What follows belongs to an exercise in optimizing a design on an open flow for small area; a production flow would make more cautious choices.
In this exercise RTL edits were held to simulation tests only and were not proved equivalent to the original.

## flow/run.sh

```bash
#!/bin/bash
# synth_recipe.tcl (not shown) runs the flow's synth.tcl, then flattens the netlist and writes it again
# the make line also repeats each setting of config.mk as NAME=value (left out here)
make -C /OpenROAD-flow-scripts/flow DESIGN_CONFIG=/design/flow/config.mk WORK_HOME=/design/flow/orfs CLKGATE_MAP_FILE= SYNTH_SCRIPT=/design/flow/synth_recipe.tcl finish
```

## flow/config.mk

```make
export PLATFORM = sky130hd
export DESIGN_NAME = adpll_ctr
export DESIGN_NICKNAME = adpll_ctr
export VERILOG_FILES = /design/flow/design.v
export SDC_FILE = /design/flow/constraint.sdc
export NUM_CORES = 4
export LEC_CHECK = 0
export CAP_MARGIN = 20
export CORE_MARGIN = 2
export CORE_UTILIZATION = 40
export PLACE_DENSITY = 0.6
export SLEW_MARGIN = 20
```

## flow/constraint.sdc

```tcl
create_clock -name core_clock -period 40.0 [get_ports {clk}]
set_input_delay 8.0000 -clock core_clock [delete_from_list [all_inputs] [get_ports {clk}]]
set_output_delay 8.0000 -clock core_clock [all_outputs]
set_load 0.01 [all_outputs]
```

## flow/design.v

```verilog
`timescale 1fs / 1fs
module row_col_cod #(
		     parameter WORD_W = 8,
		     parameter ROW_W = 4,  
			 parameter SIZE = (1<<ROW_W)
		     )
   (
    input 		  rst,
    input 		  en,
    input 		  clk,
    input [WORD_W-1:0] 	  word,
    output reg [SIZE-1:0] r_all_nxt, 
    output reg [SIZE-1:0] row_nxt,
    output reg [SIZE-1:0] col_nxt);
   integer 		  i;
   reg [WORD_W-ROW_W-1:0] 	  r_all_bin, col_bin;
   always @* begin
      r_all_nxt[SIZE-1] = 1'b1;
      r_all_bin = word>>ROW_W;  
      for(i = 0; i < SIZE ; i=i+1)begin
	 if( i < r_all_bin)
	   r_all_nxt[i] = 1'b0;
	 else
	   r_all_nxt[i] = 1'b1;
	 if(i == r_all_bin)
	   row_nxt[i] = 1'b1;
	 else
	   row_nxt[i] = 1'b0;
      end
      col_bin = (word<<ROW_W)>>ROW_W;  
      if(r_all_bin[0] == 0)
	for(i=0; i < SIZE; i = i+1)
	  if(i < col_bin)
	    col_nxt[i] = 1'b1;
	  else
	    col_nxt[i] = 1'b0;
      else
	for(i=(SIZE-1); i >= 0 ; i = i-1)
	  if(i >= (SIZE-col_bin))
	    col_nxt[i] = 1'b1;
	  else
	    col_nxt[i] = 1'b0;
   end
endmodule 
`timescale 1fs / 1fs
module row_col_cod_reg #(
		     parameter WORD_W = 8,
		     parameter ROW_W = 4,  
			 parameter SIZE = (1<<ROW_W)
		     )
   (
    input 		  rst,
    input 		  en,
    input 		  clk,
	input [SIZE-1:0] r_all_nxt, 
    input [SIZE-1:0] row_nxt,
    input [SIZE-1:0] col_nxt,
    output reg [SIZE-1:0] r_all, 
    output reg [SIZE-1:0] row,
    output reg [SIZE-1:0] col);
   always @ (posedge clk, posedge rst) begin 
      if(rst)begin
	 r_all <= 16'd0;
	   col <= 16'd0;
	   row <= 16'd0;
      end
      else if(en)begin
	 r_all <= r_all_nxt;
	 row <= row_nxt;
	 col <= col_nxt;
      end
   end 
endmodule
`timescale 1fs / 1fs
module row_col_cod_5x5 #(
		     parameter MAX = 25  
		     )
   (
    input 		  rst,
    input 		  en,
    input 		  clk,
    input [4:0] 	  word,
    output reg [4:0] r_all, 
    output reg [4:0] row,
    output reg [4:0] col);
    parameter SIZE = 3'd5;  
   integer 		  i;
   reg [4:0] 	  r_all_nxt, row_nxt, col_nxt;
   reg [2:0] 	  r_all_bin; 
   reg [2:0] 	  col_bin;
   always @* begin
	  r_all_nxt[4] = 1'b1;
      r_all_nxt[3:0] = r_all[3:0];
      row_nxt = row;
      r_all_bin = 3'd0;
      col_bin = 3'd0;
      col_nxt = col;
      if(word > MAX)
	 r_all_nxt = {SIZE{1'b1}};
      else begin
	 if(word <= 5'd5)begin
	   r_all_bin = 3'd0;
	   col_bin = word;
	 end
	 else
	   if(word <= 5'd10)begin
	      r_all_bin = 3'd1;
	      col_bin = word - 5'd5;
	   end
	   else
	     if(word <= 5'd15)begin
		r_all_bin = 3'd2;
		col_bin = word - 5'd10;
	     end
	     else
	       if(word <= 5'd20)begin
		  r_all_bin = 3'd3;
		  col_bin = word - 5'd15;
	       end
	       else begin
		  r_all_bin = 3'd4;
		  col_bin = word - 5'd20;
	       end
	 for(i = 0; i < SIZE ; i=i+1)begin
	    if( i < r_all_bin)
	      r_all_nxt[i] = 1'b0;
	    else
	      r_all_nxt[i] = 1'b1;
	    if(i == r_all_bin)
	      row_nxt[i] = 1'b1;
	    else
	      row_nxt[i] = 1'b0;
	 end
	 if(r_all_bin[0] == 0)
	   for(i=0; i < SIZE; i = i+1)
	     if(i < col_bin)
	       col_nxt[i] = 1'b1;
	     else
	       col_nxt[i] = 1'b0;
	 else
	   for(i=(SIZE-1); i >= 0 ; i = i-1)
	     if(i >= (SIZE-col_bin))
	       col_nxt[i] = 1'b1;
	     else
	       col_nxt[i] = 1'b0;
      end
   end
   always @ (posedge clk, posedge rst) begin 
      if(rst)begin
	 r_all <= 5'd0;
	 row <= 5'd0;
	 col <= 5'd0;
      end
      else if(en)begin
	 r_all <= r_all_nxt;
	 row <= row_nxt;
	 col <= col_nxt;
      end
   end 
endmodule  
`timescale 1fs / 1fs
module tdc_digital (
		    input 	  rst,
		    input 	  en,
		    input 	  clk,
		    input [6:0]  counter_in,
		    input [15:0] phase_in,
		    output [11:0] tdc_word);
   reg [6:0]				      counter;
   reg [15:0] 				      phase; 				      
   integer 				      i,j;
   always @ (posedge clk, posedge rst) begin 
      if(rst == 1'b1) begin
	 for (i=0; i<7; i=i+1) 
	   counter[i] <= 1'b0;
	 for (i=0; i<16; i=i+1) 
	   phase[i] <= 1'b0;
      end
      else if(en == 1'b1) begin
	 for (i=0; i<7; i=i+1) 
	   counter[i] <= counter_in[i];
	 for (i=0; i<16; i=i+1) 
	   phase[i] <= phase_in[i];
      end
   end 
   wire [6:0]			      counter_aux,counter_mod;
   reg [6:0] 			      counter_last;
   assign counter_aux = (phase[0] == 1) ? counter-1 : counter;
   assign counter_mod = counter_last - counter_aux;
   reg 				      edge_flag;
   reg  [4:0] 			      edge_index,edge_index_last;
   wire [4:0] 			      phase_shift;
   always @* begin
      edge_flag = 1'b0;
      edge_index = 5'd0;
      for (j=1; j<16; j = j+1) begin
	 if(phase[j-1]==1'b1 && phase[j]==1'b0) begin
	    edge_index = j-1'd1;
	    edge_flag = 1'b1;
	 end
	 if(phase[j-1]==1'b0 && phase[j]==1'b1) begin
	    edge_index = j-1'b1 + 5'd16;
	    edge_flag = 1'b1;
	 end
      end
      if(edge_flag == 1'b0)
	if(phase[5] == 1'b1)
	  edge_index = 5'd15;
	else
	  edge_index = 5'd31;
   end 
   assign tdc_word = (counter_mod<<5) + edge_index - edge_index_last;
   always @ (posedge clk, posedge rst)
     if(rst) begin
	counter_last <= 1'b0;
	edge_index_last <= 1'b0;
	end
     else if(en) begin
       counter_last <= counter_aux;
	edge_index_last <= edge_index;
     end	
endmodule
`timescale 1fs / 1fs
module adpll_ctr0(
    input 	      rst,
    input 	      en,
    input 	      clk,
    input [26-1:0] FCW,
    input [1:0]       adpll_mode,
    output reg 	      channel_lock,
    output 	      channel_sat,
    input 	      data_mod,
    output 	      dco_pd,
    output [4:0]      dco_c_l_rall,
    output [4:0]      dco_c_l_row,
    output [4:0]      dco_c_l_col,
    output [15:0]     dco_c_m_rall,
    output [15:0]     dco_c_m_row,
    output [15:0]     dco_c_m_col,
    output [15:0]     dco_c_s_rall,
    output [15:0]     dco_c_s_row,
    output [15:0]     dco_c_s_col,
    output 	      tdc_pd,
    output 	      tdc_pd_inj,
    input [6:0]       tdc_ripple_count,
    input [15:0]      tdc_phase,
    input [3:0]       alpha_l,
    input [3:0]       alpha_m,
    input [3:0]       alpha_s_rx,
    input [3:0]       alpha_s_tx,
    input [3:0]       beta,
    input [2:0]       lambda_rx,
    input [2:0]       lambda_tx,
    input [1:0]       iir_n_rx,
    input [1:0]       iir_n_tx, 
    input [4:0]       FCW_mod,
    input [4:0]       dco_c_l_word_test,
    input [7:0]       dco_c_m_word_test,
    input [7:0]       dco_c_s_word_test,
    input 	      dco_pd_test,
    input 	      tdc_pd_test,
    input 	      tdc_pd_inj_test		 
		 );
   wire signed [4:0]  dco_c_l_word;
   wire signed [7:0]  dco_c_m_word;
   wire signed [7:0]  dco_c_s_word;
   wire [11:0] 	      tdc_word;
   wire [15:0]     dco_c_m_rall_nxt;
   wire [15:0]     dco_c_m_row_nxt;
   wire [15:0]     dco_c_m_col_nxt;
   wire [15:0]     dco_c_s_rall_nxt;
   wire [15:0]     dco_c_s_row_nxt;
   wire [15:0]     dco_c_s_col_nxt;
   parameter IDLE = 5'b00001, PU = 5'b00010, C_L = 5'b00100, C_M = 5'b01000, C_S = 5'b10000;
   parameter  PD = 2'd0, TEST = 2'd1, RX = 2'd2, TX = 2'd3;
   reg [26-1:0] FCW_last;
   reg [1:0] 	   adpll_mode_last;
   reg [3:0] 	   alpha;
   reg [8:0] 	   time_count, time_count_nxt;
   reg 		   dco_pd_state, dco_pd_state_nxt;
   reg 		   tdc_pd_state, tdc_pd_state_nxt;
   reg 		   tdc_pd_inj_state, tdc_pd_inj_state_nxt;
   reg [4:0] 	   state_rx, state_rx_nxt;
   reg 		   rst_accum, rst_accum_nxt;
   reg 		   rst_lock_detect_nxt, rst_lock_detect;
   reg 		   en_lock_detect_nxt, en_lock_detect;
   reg 		   channel_lock_nxt;
   reg 		   en_integral, en_integral_nxt;
   reg 		   en_mod,en_mod_nxt;
   wire 	   rst_accum_all;
   wire        rst_lock_detect_all;
   wire signed [7:0] 		otw_int_round_sat;
   reg signed [4:0] 		otw_l_fixed, otw_l_fixed_nxt;
   reg signed [7:0] 		otw_m_fixed, otw_m_fixed_nxt;
   reg signed [7:0] 		otw_s_fixed, otw_s_fixed_nxt;
   wire signed [27-1:0] 	      ph_diff;
   wire signed [27-1:0] 	      ph_diff_accum;
   reg signed [27-1:0] 	ph_diff_accum_last;
   wire signed [27-1:0] 	ph_diff_mod;
   wire signed [27-1:0] 	freq_dev;
   wire signed [27-1:0] 	integral;
   wire signed [27-1:0] 	integral_beta;
   reg signed [27-1:0] 	integral_last;
   reg [1:0] 			iir_n;
   reg [2:0] 			lambda;
   wire signed [27-1:0] 	iir_out;
   wire signed [27-1:0] 	iir1_in, iir2_in, iir3_in;
   wire signed [27-1:0] 	iir1_out, iir2_out, iir3_out;
   reg signed [27-1:0] 	iir1_out_last, iir2_out_last, iir3_out_last;
   reg signed [27-1-14:0]      aux1, aux1_nxt, aux2, aux2_nxt;
   reg [4:0] 			      aux1_count, aux1_count_nxt, aux2_count, aux2_count_nxt;
   reg 				      lock_detect, lock_detect_nxt;
   reg signed [27-1-14:0]       lock_detect_word, lock_detect_word_nxt;
   row_col_cod_5x5 row_col_cod_l(
			    .rst(rst),
			    .en(en),
			    .clk(clk),
			    .word((dco_c_l_word[4]==0)?dco_c_l_word+5'd13:
				  dco_c_l_word-5'd19),
			    .r_all(dco_c_l_rall),
			    .row(dco_c_l_row),
			    .col(dco_c_l_col)
			    );
   row_col_cod row_col_cod_m(
			    .rst(rst),
			    .en(en),
			    .clk(clk),
			    .word({~dco_c_m_word[7],dco_c_m_word[6:0]}), 
			    .r_all_nxt(dco_c_m_rall_nxt),
			    .row_nxt(dco_c_m_row_nxt),
			    .col_nxt(dco_c_m_col_nxt)
			    );
   row_col_cod_reg row_col_cod_reg_m(
			    .rst(rst),
			    .en(en),
			    .clk(clk),
				.r_all_nxt(dco_c_m_rall_nxt),
			    .row_nxt(dco_c_m_row_nxt),
			    .col_nxt(dco_c_m_col_nxt),
			    .r_all(dco_c_m_rall),
			    .row(dco_c_m_row),
			    .col(dco_c_m_col)
			    );
   row_col_cod row_col_cod_s(
			    .rst(rst),
			    .en(en),
			    .clk(clk),
			    .word({~dco_c_s_word[7],dco_c_s_word[6:0]}),
			    .r_all_nxt(dco_c_s_rall_nxt),
			    .row_nxt(dco_c_s_row_nxt),
			    .col_nxt(dco_c_s_col_nxt)
			    );
   row_col_cod_reg row_col_cod_reg_s(
			    .rst(rst),
			    .en(en),
			    .clk(clk),
				.r_all_nxt(dco_c_s_rall_nxt),
			    .row_nxt(dco_c_s_row_nxt),
			    .col_nxt(dco_c_s_col_nxt),
			    .r_all(dco_c_s_rall),
			    .row(dco_c_s_row),
			    .col(dco_c_s_col)
			    );
   tdc_digital tdc_digital0(
			  .clk(clk),
			  .rst(rst),
			  .en(en),
			  .counter_in(tdc_ripple_count),
			  .phase_in(tdc_phase),
			  .tdc_word(tdc_word));
   assign dco_pd = (adpll_mode == TEST)? dco_pd_test : dco_pd_state;
   assign tdc_pd = (adpll_mode == TEST)? tdc_pd_test : tdc_pd_state;
   assign tdc_pd_inj = (adpll_mode == TEST)? tdc_pd_inj_test : tdc_pd_inj_state;
   assign ph_diff = FCW - {tdc_word,{{(14){1'b0}}}};
   assign freq_dev = (data_mod == 1'b1)? 
		     {{{(12+1){1'b0}}},FCW_mod,{{(14-5){1'b0}}}}:
		     ~{{{(12+1){1'b0}}},FCW_mod,{{(14-5){1'b0}}}}+1;
   assign ph_diff_mod = (en_mod==1'b0)? ph_diff: ph_diff + freq_dev;
   assign ph_diff_accum = ph_diff_accum_last + ph_diff_mod;
   assign rst_accum_all = rst | rst_accum;
   always @ (posedge clk, posedge rst_accum_all)
     if(rst_accum_all)
       ph_diff_accum_last <= 27'd0;
     else if(en)
       ph_diff_accum_last <= ph_diff_accum;
   assign integral = iir_out + integral_last;
   assign integral_beta = integral >>> beta;
   always @ (posedge clk, posedge rst_accum_all)
      if(rst_accum_all)
         integral_last <= 27'd0;
      else if(en&en_integral) 
	          integral_last <= integral;
   assign iir1_in = ph_diff_accum;
   assign iir1_out = (iir1_in>>>lambda)-(iir1_out_last>>>lambda)+iir1_out_last;
   assign iir2_in = iir1_out;
   assign iir2_out = (iir2_in>>>lambda)-(iir2_out_last>>>lambda)+iir2_out_last;
   assign iir3_in = iir2_out;
   assign iir3_out = (iir3_in>>>lambda)-(iir3_out_last>>>lambda)+iir3_out_last;
   assign iir_out = iir_n[1] ? (iir_n[0] ? iir3_out : iir2_out) :
		    (iir_n[0] ? iir1_out : iir1_in);
   always @ (posedge clk, posedge rst_accum_all )
     if(rst_accum_all) begin
	iir1_out_last <= 27'd0;
	iir2_out_last <= 27'd0;
	iir3_out_last <= 27'd0;
     end
     else if(en) begin
	iir1_out_last <= iir1_out;
	iir2_out_last <= iir2_out;
	iir3_out_last <= iir3_out;
     end 
   wire signed [27-1:0] 	ntw;
   wire signed [27-1:0] 	otw;
   wire [14-1:0] 		otw_frac;
   wire signed [27-1-14:0] otw_int;
   wire signed [27-1-14:0] otw_int_round; 
   assign ntw = (en_integral == 1'b1)? integral_beta + (iir_out >>> alpha) :
		iir_out >>> alpha;
   assign otw = (ntw << 7);
   assign otw_int = otw[27-1:14];
   assign otw_int_round = (otw[13]) ? otw_int + 1 : otw_int;
   assign otw_int_round_sat = (state_rx == C_L)? ((otw_int_round > 16'sd12 ) ? 8'sd12 :
   			      ((otw_int_round < -16'sd13 ) ? -8'sd13:otw_int_round )) : 
			      (otw_int_round > 16'sd127 ) ? 8'sd127 :
			      ((otw_int_round < -16'sd128 ) ? -8'sd128: otw_int_round); 
   assign dco_c_l_word = (adpll_mode == TEST)? dco_c_l_word_test :
			 (((state_rx == C_L) && ~rst_accum )? otw_int_round_sat :
			  otw_l_fixed);
   assign dco_c_m_word = (adpll_mode == TEST)? dco_c_m_word_test :
			 (((state_rx == C_M) && ~rst_accum )? otw_int_round_sat :
			 otw_m_fixed);
   assign dco_c_s_word = (adpll_mode == TEST)? dco_c_s_word_test :
			 (((state_rx == C_S) && ~rst_accum )? otw_int_round_sat :
			 otw_s_fixed);
   assign channel_sat = (dco_c_s_word == -8'sd128) || (dco_c_s_word == 8'sd127);
   always @ * begin
      state_rx_nxt = state_rx;
      otw_l_fixed_nxt = otw_l_fixed;
      otw_m_fixed_nxt = otw_m_fixed;
      otw_s_fixed_nxt = otw_s_fixed;
      time_count_nxt = time_count;
      dco_pd_state_nxt = dco_pd_state;
      tdc_pd_state_nxt = tdc_pd_state;
      tdc_pd_inj_state_nxt = tdc_pd_inj_state;  
      rst_accum_nxt = rst_accum;
      rst_lock_detect_nxt = rst_lock_detect;
      en_lock_detect_nxt = en_lock_detect;
      alpha = alpha_s_rx;
      channel_lock_nxt = channel_lock;
      en_integral_nxt = en_integral;
      lambda = lambda_rx;
      iir_n = 2'd0;
      en_mod_nxt = en_mod;
      if( (FCW != FCW_last) || (adpll_mode != adpll_mode_last))
	state_rx_nxt = IDLE;
      else
	case(state_rx)
	  IDLE:
	    begin
	       time_count_nxt = 9'd0;
	       otw_l_fixed_nxt = 5'sd0;
	       otw_m_fixed_nxt = 8'sd0;
	       otw_s_fixed_nxt = 8'sd0;
	       en_lock_detect_nxt = 1'b0;
	       rst_lock_detect_nxt = 1'b1;
	       channel_lock_nxt = 1'b0;
	       en_integral_nxt = 1'b0;
	       en_mod_nxt = 1'b0;
	       if(adpll_mode == PD) begin
		  dco_pd_state_nxt = 1'b1;
		  tdc_pd_state_nxt = 1'b1;
		  tdc_pd_inj_state_nxt = 1'b1;
	       end
	       if(adpll_mode == RX || adpll_mode == TX )
		 state_rx_nxt = PU;
	    end
	  PU: 
	    begin
	       time_count_nxt = time_count + 9'd1;
	       dco_pd_state_nxt = 1'b0;
	       case(time_count)
		 6'd16: tdc_pd_state_nxt = 1'b0;
		 6'd48: tdc_pd_inj_state_nxt = 1'b0;
		 7'd112:
		   begin 
		      state_rx_nxt = C_L;
		      rst_accum_nxt = 1'b1;
		      time_count_nxt = 9'd0; 
		   end
	       endcase
	    end 
	  C_L:  
	    begin
	       rst_accum_nxt = 1'b0;
	       rst_lock_detect_nxt = 1'b0;
	       alpha = alpha_l;
	       en_lock_detect_nxt = 1'b1;
	       if(lock_detect & (~rst_lock_detect))begin
		  otw_l_fixed_nxt = lock_detect_word;	      
		  state_rx_nxt = C_M;
		  rst_accum_nxt = 1'b1;
		  rst_lock_detect_nxt = 1'b1;
	       end
	    end 
	  C_M:  
	    begin
	       rst_accum_nxt = 1'b0;
	       alpha = alpha_m;
	       rst_lock_detect_nxt = 1'b0;
	       if(lock_detect & (~rst_lock_detect))begin		  
		  otw_m_fixed_nxt = lock_detect_word;  
		  state_rx_nxt = C_S;
		  rst_accum_nxt = 1'b1;
		  en_lock_detect_nxt = 1'b0;
	       end
	    end 
	  C_S:  
	    begin 
	       case(adpll_mode)
		 RX: 
		   begin
		      rst_accum_nxt = 1'b0;
		      alpha = alpha_s_rx;
		      iir_n = iir_n_rx;
		      lambda = lambda_rx;
		      time_count_nxt = time_count + 9'd1;
		      if(beta > 4'd0)
			en_integral_nxt = 1'b1;
		      case(time_count)
			9'd480: channel_lock_nxt = 1'b1;   
		      endcase 
		   end 
		 TX:
		   begin
		      rst_accum_nxt = 1'b0;
		      alpha = alpha_s_tx;
		      iir_n = iir_n_tx;
		      lambda = lambda_tx;
		      time_count_nxt = time_count + 9'd1;
		      case(time_count)
			9'd480: channel_lock_nxt = 1'b1;   
		      endcase
		      if(channel_lock == 1'b1) 
			en_mod_nxt = 1'b1;
		   end	 
	       endcase
	    end
	endcase  
   end
   always @ (posedge clk, posedge rst)
     if(rst)begin
	state_rx <= IDLE;
	time_count <= 9'd0;
	dco_pd_state <= 1'b1;
	tdc_pd_state <= 1'b1;
	tdc_pd_inj_state <= 1'b1;
	rst_accum <= 1'b0;
	otw_l_fixed <= 5'sd0;
	otw_m_fixed <= 8'sd0;
	otw_s_fixed <= 8'sd0;
	en_lock_detect <= 1'b0;
	rst_lock_detect <= 1'b0;
	channel_lock <= 1'b0;
	en_integral <= 1'b0;
	en_mod <= 1'b0;
	FCW_last <= 26'd0;
	adpll_mode_last <= 2'd0;
     end
     else if(en)begin
	state_rx <= state_rx_nxt;
	time_count <= time_count_nxt;
	dco_pd_state <= dco_pd_state_nxt;
	tdc_pd_state <= tdc_pd_state_nxt;
	tdc_pd_inj_state <= tdc_pd_inj_state_nxt;
   	rst_accum <= rst_accum_nxt;
	otw_l_fixed <= otw_l_fixed_nxt;
	otw_m_fixed <= otw_m_fixed_nxt;
	otw_s_fixed <= otw_s_fixed_nxt;
	en_lock_detect <= en_lock_detect_nxt;
	rst_lock_detect <= rst_lock_detect_nxt ;
	channel_lock <= channel_lock_nxt;
	en_integral <= en_integral_nxt;
	en_mod <= en_mod_nxt;
	FCW_last <= FCW;
	adpll_mode_last <= adpll_mode;
     end 
   always @ * begin
      aux1_nxt = aux1;
      aux2_nxt = aux2;
      aux1_count_nxt = aux1_count;
      aux2_count_nxt = aux2_count;
      lock_detect_nxt = lock_detect;
      lock_detect_word_nxt = lock_detect_word;
      if(otw_int_round_sat == aux1) begin
	 aux1_count_nxt = aux1_count_nxt + 4'd1;
	 if(aux1_count_nxt == 4'd15 || (state_rx == C_L && aux1_count_nxt == 5'd8 )  )begin
	    lock_detect_nxt = 1'b1;
	    lock_detect_word_nxt = aux1;
	 end
      end
      else 
	if(otw_int_round_sat == aux2) begin
	   aux2_count_nxt = aux2_count_nxt + 4'd1;
	   if(aux2_count_nxt == 4'd15 || (state_rx == C_L && aux1_count_nxt == 5'd8 ) )begin
	      lock_detect_nxt = 1'b1;
	      lock_detect_word_nxt = aux2;   
	   end	   
	end
	else begin
	   aux1_nxt = otw_int_round;
	   aux1_count_nxt = 4'd1;
	   aux2_nxt = aux1;
	   aux2_count_nxt = aux1_count;
	end 
   end 
   assign rst_lock_detect_all  = rst|rst_lock_detect;
   always @ (posedge clk, posedge rst_lock_detect_all)
     if(rst_lock_detect_all)begin
	aux1 <= {(27-14){1'b1}};
     aux2 <= {(27-14){1'b1}};
     aux1_count <=4'h0;
     aux2_count <= 4'h0;
     lock_detect <= 1'b0;
     lock_detect_word <= {(27-14){1'b1}};
  end
     else if(en & en_lock_detect)begin
	aux1 <= aux1_nxt;
	aux2 <= aux2_nxt;
	aux1_count <= aux1_count_nxt;
	aux2_count <= aux2_count_nxt;
	lock_detect <= lock_detect_nxt;
	lock_detect_word <= lock_detect_word_nxt;
     end
endmodule 
`timescale 1fs / 1fs
module adpll_ctr
   (
    input                     rst,
    input                     clk,
    input                     valid,
    input [5-1:0] address,
    input [26-1:0] wdata,
    input                     wstrb,
    output [1:0]              rdata,
    output reg                ready,
    input                     data_mod,  
    output                    dco_pd,
    output reg [1:0]          dco_osc_gain,
    output [4:0]              dco_c_l_rall,
    output [4:0]              dco_c_l_row,
    output [4:0]              dco_c_l_col,
    output [15:0]             dco_c_m_rall,
    output [15:0]             dco_c_m_row,
    output [15:0]             dco_c_m_col,
    output [15:0]             dco_c_s_rall,
    output [15:0]             dco_c_s_row,
    output [15:0]             dco_c_s_col,
    output                    tdc_pd,
    output                    tdc_pd_inj,
    output reg [2:0]          tdc_ctr_freq,
    input [6:0]               tdc_ripple_count,
    input [15:0]              tdc_phase
    );
   always @(posedge clk, posedge rst) begin
     if (rst)
       ready <= 1'b0;
     else
       ready <= valid;
   end
   reg                        rst_soft;
   reg [26-1:0]            FCW;
   reg [1:0]                  adpll_mode;
   reg                        en;
   reg [3:0]                  alpha_l;
   reg [3:0]                  alpha_m;
   reg [3:0]                  alpha_s_rx;
   reg [3:0]                  alpha_s_tx;
   reg [3:0]                  beta;
   reg [2:0]                  lambda_rx;
   reg [2:0]                  lambda_tx;
   reg [1:0]                  iir_n_rx;
   reg [1:0]                  iir_n_tx;
   reg [4:0]                  FCW_mod;
   reg signed [4:0]           dco_c_l_word_test;
   reg signed [7:0]           dco_c_m_word_test;
   reg signed [7:0]           dco_c_s_word_test;
   reg                        dco_pd_test;
   reg                        tdc_pd_test;
   reg                        tdc_pd_inj_test;
   wire                       rst_int;
   assign rst_int = rst | rst_soft;
   wire                       channel_lock;
   wire                       channel_sat;
   assign rdata = (address == (5'd0))? {{1'b0}, channel_lock}:
                  (address == (5'd23))? {{1'b0}, channel_sat}:
                  {2'b11};
   always @ (posedge clk, posedge rst) begin
     if (rst) begin
        rst_soft <= 1'b0;
        FCW <= 26'h2620000;  
        adpll_mode <= 2'b0;
        en <= 1'b0;
        alpha_l <= 4'd14;
        alpha_m <= 4'd8;
        alpha_s_rx <= 4'd7;
        alpha_s_tx <= 4'd4;
        beta <= 4'd0;
        lambda_rx <= 3'd2;
        lambda_tx <= 3'd2;
        iir_n_rx <= 2'd3;
        iir_n_tx <= 2'd2;
        FCW_mod <= 5'b01001;  
        dco_c_l_word_test <= 5'sd0;
        dco_c_m_word_test <= 8'sd0;
        dco_c_s_word_test <= 8'sd0;
        dco_pd_test <= 1'b1;
        tdc_pd_test <= 1'b1;
        tdc_pd_inj_test <= 1'b1;
        tdc_ctr_freq <= 3'b100;
        dco_osc_gain <= 2'b10;
     end else if (valid & wstrb) begin
        case (address)
          (5'd1): rst_soft <= wdata[0];
          (5'd2): FCW <= wdata[26-1:0];
          (5'd3): adpll_mode <= wdata[1:0];
          (5'd4): en <= wdata[0];
          (5'd5): alpha_l <= wdata[3:0];
          (5'd6): alpha_m <= wdata[3:0];
          (5'd7): alpha_s_rx <= wdata[3:0];
          (5'd8): alpha_s_tx <= wdata[3:0];
          (5'd9): beta <= wdata[3:0];
          (5'd10): lambda_rx <= wdata[2:0];
          (5'd11): lambda_tx <= wdata[2:0];
          (5'd12): iir_n_rx <= wdata[1:0];
          (5'd13): iir_n_tx <= wdata[1:0];
          (5'd14): FCW_mod <= wdata[4:0];
          (5'd15): dco_c_l_word_test <= wdata[4:0];
          (5'd16): dco_c_m_word_test <= wdata[7:0];
          (5'd17): dco_c_s_word_test <= wdata[7:0];
          (5'd18): dco_pd_test <= wdata[0];
          (5'd19): tdc_pd_test <= wdata[0];
          (5'd20): tdc_pd_inj_test <= wdata[0];
          (5'd21): tdc_ctr_freq <= wdata[2:0];
          (5'd22): dco_osc_gain <= wdata[1:0];
          default:;
        endcase
     end
   end
   adpll_ctr0 adpll_ctr0
     (
	  .clk               (clk),
	  .rst               (rst_int),
	  .en                (en),
	  .FCW               (FCW[26-1:0]),
	  .adpll_mode        (adpll_mode[1:0]),
	  .data_mod          (data_mod),
	  .tdc_ripple_count  (tdc_ripple_count[6:0]),
	  .tdc_phase         (tdc_phase[15:0]),
	  .alpha_l           (alpha_l[3:0]),
	  .alpha_m           (alpha_m[3:0]),
	  .alpha_s_rx        (alpha_s_rx[3:0]),
	  .alpha_s_tx        (alpha_s_tx[3:0]),
	  .beta              (beta[3:0]),
	  .lambda_rx         (lambda_rx[2:0]),
	  .lambda_tx         (lambda_tx[2:0]),
	  .iir_n_rx          (iir_n_rx[1:0]),
	  .iir_n_tx          (iir_n_tx[1:0]),
	  .FCW_mod           (FCW_mod[4:0]),
	  .dco_c_l_word_test (dco_c_l_word_test[4:0]),
	  .dco_c_m_word_test (dco_c_m_word_test[7:0]),
	  .dco_c_s_word_test (dco_c_s_word_test[7:0]),
	  .dco_pd_test       (dco_pd_test),
	  .tdc_pd_test       (tdc_pd_test),
	  .tdc_pd_inj_test   (tdc_pd_inj_test),
	  .channel_lock      (channel_lock),
	  .channel_sat       (channel_sat),
	  .dco_pd            (dco_pd),
	  .dco_c_l_rall      (dco_c_l_rall[4:0]),
	  .dco_c_l_row       (dco_c_l_row[4:0]),
	  .dco_c_l_col       (dco_c_l_col[4:0]),
	  .dco_c_m_rall      (dco_c_m_rall[15:0]),
	  .dco_c_m_row       (dco_c_m_row[15:0]),
	  .dco_c_m_col       (dco_c_m_col[15:0]),
	  .dco_c_s_rall      (dco_c_s_rall[15:0]),
	  .dco_c_s_row       (dco_c_s_row[15:0]),
	  .dco_c_s_col       (dco_c_s_col[15:0]),
	  .tdc_pd            (tdc_pd),
	  .tdc_pd_inj        (tdc_pd_inj)
      );
endmodule
```

==> metrics.md <==
| Metric | Value |
|---|---|
| Worst setup path start | data_mod |
| Clock Skew | roughly 0.047 ns |
| Final setup fails | 0 |
| Placed Cells | a little over 7000 |
| Synth Cell Area | between 40000 and 50000 um^2 |
| Top cell by count, worst path | a21o_1 |
| Synth Net Count | 5936 |
| First-pass GRT wire length | between 200000 and 250000 um |
| Flops & latches, synth | slightly below 500 |
| Initial antenna violation count | 8 |
| Antenna violation net count after detailed routing | 0 |
| Grt peak-use layer | met2 |
| Status | finished clean |
| Met2 Use GR | about two fifths |
| Final nets | roughly 6000 |
| Yosys warns | 6 |
| WL final | around 150000 um |
| Ys async rst share | 100% |
| Final hold slack | between 0.4 and 0.5 ns |
| Final Wtd Congestion | ~1 |
| Avg Synthesized Cell Area | slightly above 8 um^2 |
| Fillers | ~11000 |
| Pin count of the biggest net entering global routing | approximately 200 |
| Vias in the first global route | roughly 40000 |
| Sequential share of the synthesized area | 26.8% |
| Post-synthesis cell count | between 5000 and 6000 |
| Reg2reg start | adpll_ctr0.tdc_digital0.phase[11] |
| Non-filler instance count after layout | approximately 7200 |
| Fin. Hold Viols | 0 |
| Tmin final | 38.52 ns |
| Drt via density | approximately 5.9 |
| CTS tree | yes |
| CTS H-Tree Depth | 3 |
| IO Pins | approximately 180 |
| DRC Markers | 0 |
| Slew @ Worst Pin | between 1 and 1.5 ns |
| Startpoint types | input port |
| Detailed-route via count | approximately 42000 |
| Slew HR | around 23% |
| Number of CTS-inserted buffers | 66 |
| Clock sink count | about 480 |
| Overflow after GRT | 0 |
| CP max FO | 9 |
| Clock buffer depth | 3 |
| Met1 Track Usage GR | between 30 and 40% |
| Skew-Pair Late Insertion Delay | ~0.65 ns |
| Critical path endpoint category | primary output |
| Die Width | approximately 340 um |
| Initial Util | between 40% and 50% |
| Core ar. | between 100000 and 150000 um^2 |
| PortBufs | 180 |
| Crit-path slowest cell | clkdlybuf4s50_1 |
| Hold Path Origin | adpll_ctr0.lock_detect |
| Crit path kind | input port to primary output |
| Root Driver | clkbuf_16 |
| Final Max Tran Viols | 0 |
| Final Cycle Share | 96.3% |
| Synth-to-Final Area Change | 13.9% |
| Arrival @ worst endpoint | 30.52 ns |
| GR Util met3 | ~5.4% |
| Max Cap Violations | 0 |
| Starting DRC count in detailed routing | around 3500 |
| Row Count | between 100 and 150 |
| Most common cell after layout, fill and taps aside | nand2_1 |
| Slowest stage delay, CP | 0.63 ns |
| Most frequent cells in the layout | nand2_1, nor2_1, a21oi_1, dfrtp_1 |
| Most used DFF post-synth | dfrtp_1 |
| Area of the multi-input gates | about 30000 um^2 |
| Tightest Hold Check Type | flop to flop |
| EDFF count, synth | 0 |
| Total Routing Usage GR | between 20% and 30% |
| Die area | ~120000 um^2 |
| DR WL/cell | roughly 21 um |
| First-pass iteration count of the detailed router | 6 |
| Y dimension of the die | ~340 um |
| Worst path required time | roughly 32 ns |
| Fraction of layout cells with a size suffix above 1 | 12.5% |
| HPWL Detailed | around 120000 um |
| Library cells used by synthesis | 122 |
| CTS hold repair buffers | 0 |
| Fmax | 26.0 MHz |
| CTS clk-pin slew, worst paths | 0.06 ns |
| Sequential Area | 12100 um^2 |
[final cells by class]
type / instances / share of cell area, %
Sequential cell: 482 / 23.6
Inverter: 388 / 2.83
Clock inverter: 28 / 0.905
Timing Repair Buffer: 309 / 5.45
Antenna cell: 3 / 0.0146
Multi-Input combinational cell: 4388 / 59.9
Clock buffer: 92 / 3.73
Tap cell: 1500 / 3.64
[metal layers]
| layer | vias to the layer above | wire, um |
|---|---|---|
| met3 | 276 | 11200 |
| li1 | 20100 | - |
| met5 | - | 69 |
| met2 | 1482 | 70000 |
| met1 | 20500 | 66400 |
| met4 | 10 | 6080 |
[cell families (layout without fill, tap and decap cells)]
| group | after synthesis | after routing | share of synthesized area (%) |
|---|---|---|---|
| AO/OA/AOI/OAI | 1597 | 1597 | 22.7 |
| XOR/XNOR | 240 | 240 | 4.80 |
| adder cells (fa/ha/maj) | 313 | 313 | 10.0 |
| buffers and inverters | 695 | 817 | 5.87 |
| flip-flops | 482 | 482 | 26.8 |
| multiplexers | 456 | 456 | 11.5 |
| other | 0 | 3 | 0 |
| AND/OR/NAND/NOR | 1782 | 1782 | 18.3 |
[synth_stat cells (all sizes together), types with 23 or more instances]
master	number	area [um^2]
nand2	694	2610
nor2	479	1800
a21oi	449	2270
dfrtp	420	10500
o21ai	413	2070
inv	386	1450
mux2	260	2960
clkbuf	243	913
ha	228	2850
mux2i	173	1730
xnor2	129	1160
nand3	119	596
xor2	108	946
nor3	92	485
a211oi	87	653
fa	84	1680
a21o	82	616
o211ai	76	571
a31oi	72	457
buf	64	288
dfstp	62	1630
and3	57	357
nand4	47	300
nand2b	45	282
o21a	41	308
nor4	35	302
and2	34	213
nor2b	34	213
or3	34	218
a22oi	32	259
o21bai	27	203
o31ai	26	228
o2111ai	24	210
o22ai	24	156
mux4	23	518
or2	23	144
[state kept, by name, indices dropped and copies added, names as in the netlist, 9 cells and up]
signal and flops:
adpll_ctr0.row_col_cod_reg_s.col 16, adpll_ctr0.ph_diff_accum_last 27, adpll_ctr0.row_col_cod_reg_m.row 16, adpll_ctr0.FCW_last 26, adpll_ctr0.tdc_digital0.phase 16, FCW 26
adpll_ctr0.iir1_out_last 27, adpll_ctr0.iir2_out_last 27, adpll_ctr0.aux1 13, adpll_ctr0.row_col_cod_reg_s.row 16, adpll_ctr0.integral_last 27, adpll_ctr0.iir3_out_last 27
adpll_ctr0.row_col_cod_reg_m.col 16, adpll_ctr0.row_col_cod_reg_m.r_all 14, adpll_ctr0.row_col_cod_reg_s.r_all 15, adpll_ctr0.aux2 13, adpll_ctr0.time_count 9
[worst max-delay path, delay by kind of cell]
kind	cells	cell delay, ns
xor+xnor	4	0.93
buf+inv	9	1.98
compound gates	44	9.24
mux	7	2.18
simple gates	22	4.33
fa+ha+maj	11	3.77
[stage by stage]
| stage | setup slack [ns] | TNS, ns | instance area [um^2] | utilization [%] |
|---|---|---|---|---|
| after floorplan | 4.21 | 0 | 45300 | - |
| after global placement | 0.0422 | 0 | 48700 | 43.4 |
| after detailed placement | -0.0736 | -0.0736 | 48700 | 43.4 |
| after CTS | 0.0646 | 0 | 51100 | 45.5 |
| after global routing | -0.0203 | -0.0203 | 51500 | 45.9 |
| final | 1.48 | 0 | 51500 | 45.9 |
[final timing paths]
| path | cells past startpoint | slack, ns | end |
|---|---|---|---|
| setup reg to reg | 104 | 12.78 | adpll_ctr0.row_col_cod_l.col[2] |
| min in group asynchronous | 2 | 0.59 | adpll_ctr0.otw_m_fixed[5] |
| max in group asynchronous | 4 | 30.47 | adpll_ctr0.row_col_cod_reg_s.r_all[7] |
| hold reg to reg | 1 | 0.48 | adpll_ctr0.lock_detect |
| hold / removal | 1 | 0.48 | adpll_ctr0.lock_detect |
| setup / recovery | 97 | 1.48 | rdata[0] |
[what timing repair did]
action	4_1_cts	5_1_grt
gates resized for setup	3	64
setup buffers	0	15
pin swaps	0	10
endpoints found under the setup margin	1	1
hold endpoints to repair	0	0

## separate check: timing with driven ports
The results above use ideal ports. As a check the final layout listed here was re-extracted and re-timed, cells and wires unchanged. Step 1: set_driving_cell puts a clkbuf_16 on clk and a buf_2 on each other input, an assumption about the parent block. Step 2 also shifts input and output timing later by t, the mid clock arrival at the registers, as if the neighbouring blocks saw the same clock. a / b / c = ideal / step 1 / step 2; a / b = the first two.
t (ns): 0.701
setup slack, ns: 1.481 / 1.407 / 1.407
hold WS [ns]: 0.478 / 0.478 / 0.478
worst setup path at the end: input to output
After both steps setup and hold are still met in this run. For this run, drivers alone change the setup slack by -0.074 ns; drivers and shift together by -0.074 ns.
